From an optimization exercise on the open Yosys and OpenROAD flow, aimed at small area; shortcuts taken in it are not production practice. The RTL was checked by simulation tests, not by an equivalence proof against the original design.

==> trial 79 <==
==> flow/design.v <==
`timescale 1ns / 1ps
module CORDIC_Sin(
    output [15:0] X0,
    output [15:0] Y0,
    output [15:0] Z0,
    input [15:0] Xin,
    input [15:0] Yin,
    input [15:0] Zin,
    input clk
);
    wire signed [15:0] x_reg [15:0];
    wire signed [15:0] y_reg [15:0];
    wire signed [15:0] z_reg [15:0];
    wire [15:0] x_reg_sh [15:0];
    wire [15:0] y_reg_sh [15:0];
    wire [15:0] sum_x [15:0];
    wire [15:0] sum_y [15:0];
    wire [15:0] sum_z [15:0];
    wire [15:0] z_co;
    wire [15:0] alpha[15:0];
    assign alpha[0]  = 16'h1921;    
    assign alpha[1]  = 16'h0ed6;    
    assign alpha[2]  = 16'h07d6;    
    assign alpha[3]  = 16'h03fa;    
    assign alpha[4]  = 16'h01ff;    
    assign alpha[5]  = 16'h00ff;    
    assign alpha[6]  = 16'h007f;    
    assign alpha[7]  = 16'h003f;    
    assign alpha[8]  = 16'h001f;    
    assign alpha[9]  = 16'h000f;    
    assign alpha[10] = 16'h0007;    
    assign alpha[11] = 16'h0003;    
    assign alpha[12] = 16'h0001;    
    assign alpha[13] = 16'h0001;    
    assign alpha[14] = 16'h0001;    
    assign alpha[15] = 16'h0000;    
    Register rx0(x_reg[0], Xin, clk);
    Register ry0(y_reg[0], Yin, clk);
    Register rz0(z_reg[0], Zin, clk);
    assign x_reg_sh[0] = x_reg[0] >>> 0;
    assign y_reg_sh[0] = y_reg[0] >>> 0;
    not n0(z_co[0], z_reg[0][15]);
    adder_sub ax0(sum_x[0], , x_reg[0], y_reg_sh[0], z_co[0]);
    adder_sub ay0(sum_y[0], , y_reg[0], x_reg_sh[0], z_reg[0][15]);
    adder_sub az0(sum_z[0], , z_reg[0], alpha[0], z_co[0]);
    genvar i;
    generate
        for(i = 1; i < 16; i = i + 1) begin : cordic_stages
            Register rx(x_reg[i], sum_x[i-1], clk);
            Register ry(y_reg[i], sum_y[i-1], clk);
            Register rz(z_reg[i], sum_z[i-1], clk);
            assign x_reg_sh[i] = x_reg[i] >>> i;
            assign y_reg_sh[i] = y_reg[i] >>> i;
            not zn(z_co[i], z_reg[i][15]);
            adder_sub ax(sum_x[i], , x_reg[i], y_reg_sh[i], z_co[i]);
            adder_sub ay(sum_y[i], , y_reg[i], x_reg_sh[i], z_reg[i][15]);
            adder_sub az(sum_z[i], , z_reg[i], alpha[i], z_co[i]);
        end
    endgenerate
    Register rx16(X0, sum_x[15], clk);
    Register ry16(Y0, sum_y[15], clk);
    Register rz16(Z0, sum_z[15], clk);
endmodule
module Register(
    output reg [15:0] x0,
    input [15:0]      xin,
    input             clk
);
    always @(posedge clk) begin
        x0 <= xin;
    end
endmodule
module adder_sub(
    output [15:0] sum,
    output        carry,
    input  [15:0] A,
    input  [15:0] B,
    input         cin
);
    wire [15:0] b;
    xor x0(b[0], B[0], cin);
    xor x1(b[1], B[1], cin);
    xor x2(b[2], B[2], cin);
    xor x3(b[3], B[3], cin);
    xor x4(b[4], B[4], cin);
    xor x5(b[5], B[5], cin);
    xor x6(b[6], B[6], cin);
    xor x7(b[7], B[7], cin);
    xor x8(b[8], B[8], cin);
    xor x9(b[9], B[9], cin);
    xor x10(b[10], B[10], cin);
    xor x11(b[11], B[11], cin);
    xor x12(b[12], B[12], cin);
    xor x13(b[13], B[13], cin);
    xor x14(b[14], B[14], cin);
    xor x15(b[15], B[15], cin);
    assign {carry, sum} = A + b + cin;
endmodule
==> flow/run.sh <==
#!/bin/bash
# synth_recipe.tcl (not shown) runs the flow's synth.tcl, then flattens the netlist and writes it again
# the make line also repeats each setting of config.mk as NAME=value (left out here)
make -C /OpenROAD-flow-scripts/flow DESIGN_CONFIG=/design/flow/config.mk WORK_HOME=/design/flow/orfs CLKGATE_MAP_FILE= SYNTH_SCRIPT=/design/flow/synth_recipe.tcl finish
==> flow/config.mk <==
export PLATFORM = sky130hd
export DESIGN_NAME = CORDIC_Sin
export DESIGN_NICKNAME = CORDIC_Sin
export VERILOG_FILES = /design/flow/design.v
export SDC_FILE = /design/flow/constraint.sdc
export NUM_CORES = 4
export LEC_CHECK = 0
export CAP_MARGIN = 20
export CORE_MARGIN = 2
export CORE_UTILIZATION = 45
export SLEW_MARGIN = 20
==> flow/constraint.sdc <==
create_clock -name core_clock -period 7.0 [get_ports {clk}]
set_input_delay 1.4000 -clock core_clock [delete_from_list [all_inputs] [get_ports {clk}]]
set_output_delay 1.4000 -clock core_clock [all_outputs]
set_load 0.01 [all_outputs]
==> trial 58 (differences from trial 79) <==
==> flow/design.v (replaced) <==
`timescale 1ns / 1ps
module CORDIC_Sin(
    output [15:0] X0,
    output [15:0] Y0,
    output [15:0] Z0,
    input [15:0] Xin,
    input [15:0] Yin,
    input [15:0] Zin,
    input clk
);
    wire [15:0] alpha [15:0];
    assign alpha[0]  = 16'h1921;
    assign alpha[1]  = 16'h0ed6;
    assign alpha[2]  = 16'h07d6;
    assign alpha[3]  = 16'h03fa;
    assign alpha[4]  = 16'h01ff;
    assign alpha[5]  = 16'h00ff;
    assign alpha[6]  = 16'h007f;
    assign alpha[7]  = 16'h003f;
    assign alpha[8]  = 16'h001f;
    assign alpha[9]  = 16'h000f;
    assign alpha[10] = 16'h0007;
    assign alpha[11] = 16'h0003;
    assign alpha[12] = 16'h0001;
    assign alpha[13] = 16'h0001;
    assign alpha[14] = 16'h0001;
    assign alpha[15] = 16'h0000;
    reg  [15:0] x_reg [16:0];
    reg  [15:0] y_reg [16:0];
    reg  [15:0] z_reg [16:0];
    wire [15:0] sum_x [15:0];
    wire [15:0] sum_y [15:0];
    wire [15:0] sum_z [15:0];
    always @(posedge clk) begin
        x_reg[0] <= Xin;
        y_reg[0] <= Yin;
        z_reg[0] <= Zin;
    end
    genvar i;
    generate
        for (i = 0; i < 16; i = i + 1) begin : st
            wire        neg = z_reg[i][15];    
            wire        pos = ~neg;
            wire [31:0] xe = {{16{x_reg[i][15]}}, x_reg[i]};
            wire [31:0] ye = {{16{y_reg[i][15]}}, y_reg[i]};
            wire [15:0] xs = xe[i+15:i];         
            wire [15:0] ys = ye[i+15:i];         
            rca16 ax(.s(sum_x[i]), .a(x_reg[i]), .b(ys ^ {16{pos}}), .ci(pos));
            rca16 ay(.s(sum_y[i]), .a(y_reg[i]), .b(xs ^ {16{neg}}), .ci(neg));
            if (i < 15) begin : zs
                rca16 az(.s(sum_z[i]), .a(z_reg[i]), .b(alpha[i] ^ {16{pos}}), .ci(pos));
            end else begin : zp
                assign sum_z[i] = z_reg[i];
            end
            always @(posedge clk) begin
                x_reg[i+1] <= sum_x[i];
                y_reg[i+1] <= sum_y[i];
                z_reg[i+1] <= sum_z[i];
            end
        end
    endgenerate
    assign X0 = x_reg[16];
    assign Y0 = y_reg[16];
    assign Z0 = z_reg[16];
endmodule
module rca16(
    output [15:0] s,
    input  [15:0] a,
    input  [15:0] b,
    input         ci
);
    wire [16:0] c;
    assign c[0] = ci;
    genvar j;
    generate
        for (j = 0; j < 16; j = j + 1) begin : b_
            fa f(.s(s[j]), .co(c[j+1]), .a(a[j]), .b(b[j]), .ci(c[j]));
        end
    endgenerate
endmodule
module fa(
    output s,
    output co,
    input  a,
    input  b,
    input  ci
);
    assign s  = a ^ b ^ ci;
    assign co = (a & b) | (ci & (a ^ b));
endmodule
==> flow/flow/run.sh (new file) <==
#!/bin/bash
# Standard ORFS layout with a leaner clock tree (no dummy loads), minimum-size
# port buffers and power recovery (downsizing of gates off the critical paths).
set -euo pipefail
export CTS_ARGS="-sink_clustering_enable -repair_clock_nets -dont_use_dummy_load"
export BUFFER_PORTS_ARGS="-buffer_cell sky130_fd_sc_hd__buf_1"
export RECOVER_POWER=100
bash standard.sh > standard.log 2>&1
==> flow/standard.sh (new file) <==
#!/bin/bash
# synth_recipe.tcl (not shown) runs the flow's synth.tcl, then flattens the netlist and writes it again
# the make line also repeats each setting of config.mk as NAME=value (left out here)
make -C /OpenROAD-flow-scripts/flow DESIGN_CONFIG=/design/flow/config.mk WORK_HOME=/design/flow/orfs CLKGATE_MAP_FILE= SYNTH_SCRIPT=/design/flow/synth_recipe.tcl "${@:-finish}"
--- a/flow/config.mk
+++ b/flow/config.mk
@@ -9,3 +9,5 @@
 export CORE_MARGIN = 2
 export CORE_UTILIZATION = 45
 export SLEW_MARGIN = 20
+export SYNTH_HIERARCHICAL = 1
+export SYNTH_MINIMUM_KEEP_SIZE = 0
removed: flow/run.sh
==> notes.md <==
| quantity | trial 58 | trial 79 |
|---|---|---|
| Result of the run | no timing/DRC/antenna violations | no timing/DRC/antenna violations |
| Hold Path Stages | 0 | 1 |
| Count of buffer and inverter cells on the critical path | 0 | 2 |
| Proportion of synthesized area in mux cells | 0 | 0.00355 |
| Met2 wire len | 28200 microns | 47000 microns |
| Met3 routed WL | 1490 microns | 2660 microns |
| Area of all placed cells without fillers | 39600 sq um | 56000 sq um |
| Post-layout nets | 2944 | 6224 |
| Met1 WL | 15200 microns | 46900 microns |
| Fraction of synthesized cell area in xor and xnor cells | 0.0698 | 0.159 |
| Final-layout clock-cell area share | 0.0557 | 0.0621 |
| Area share of and/or/nand/nor cells after synthesis | 0 | 0.0986 |
| Overall die width | 279 microns | 336 microns |
| Maximum number of pins on one net before global-route repair | 30 | 41 |
| Sequential cell area in the final layout | 16400 sq um | 16300 sq um |
| Biggest cell delay along the critical path | 0.44 ns | 0.47 ns |

## afterwards: timing with drivers on the ports
In the flow no input, the clock included, has a driving cell. The finished layouts below were timed again as built, in two steps.
Step 1: set_driving_cell puts a clkbuf_16 on clk and a buf_2 on each other input, an assumption about the parent block.
Step 2 adds t to the input delays and takes it off the output delays; t is the mean of the earliest and latest rising clock arrival at the registers after step 1. Input paths then give back, and output paths get back, about the clock's delay inside the block.
Three values: no drivers, after step 1, after step 2; two values: the first two.
| run | t (ns) | slack for setup (ns) | worst hold slack (ns) | worst register clock-pin slew, ns | worst data-port slew with drivers (ns) |
|---|---|---|---|---|---|
| trial 79 | 0.728 | 3.030 / 3.030 / 3.030 | 0.439 / 0.439 / 0.439 | 0.06 / 0.06 | 0.07 |
| trial 58 | 0.641 | 0.133 / 0.133 / 0.133 | 0.324 / 0.324 / 0.324 | 0.06 / 0.06 | 0.04 |
After both steps setup and hold are still met in every run listed.
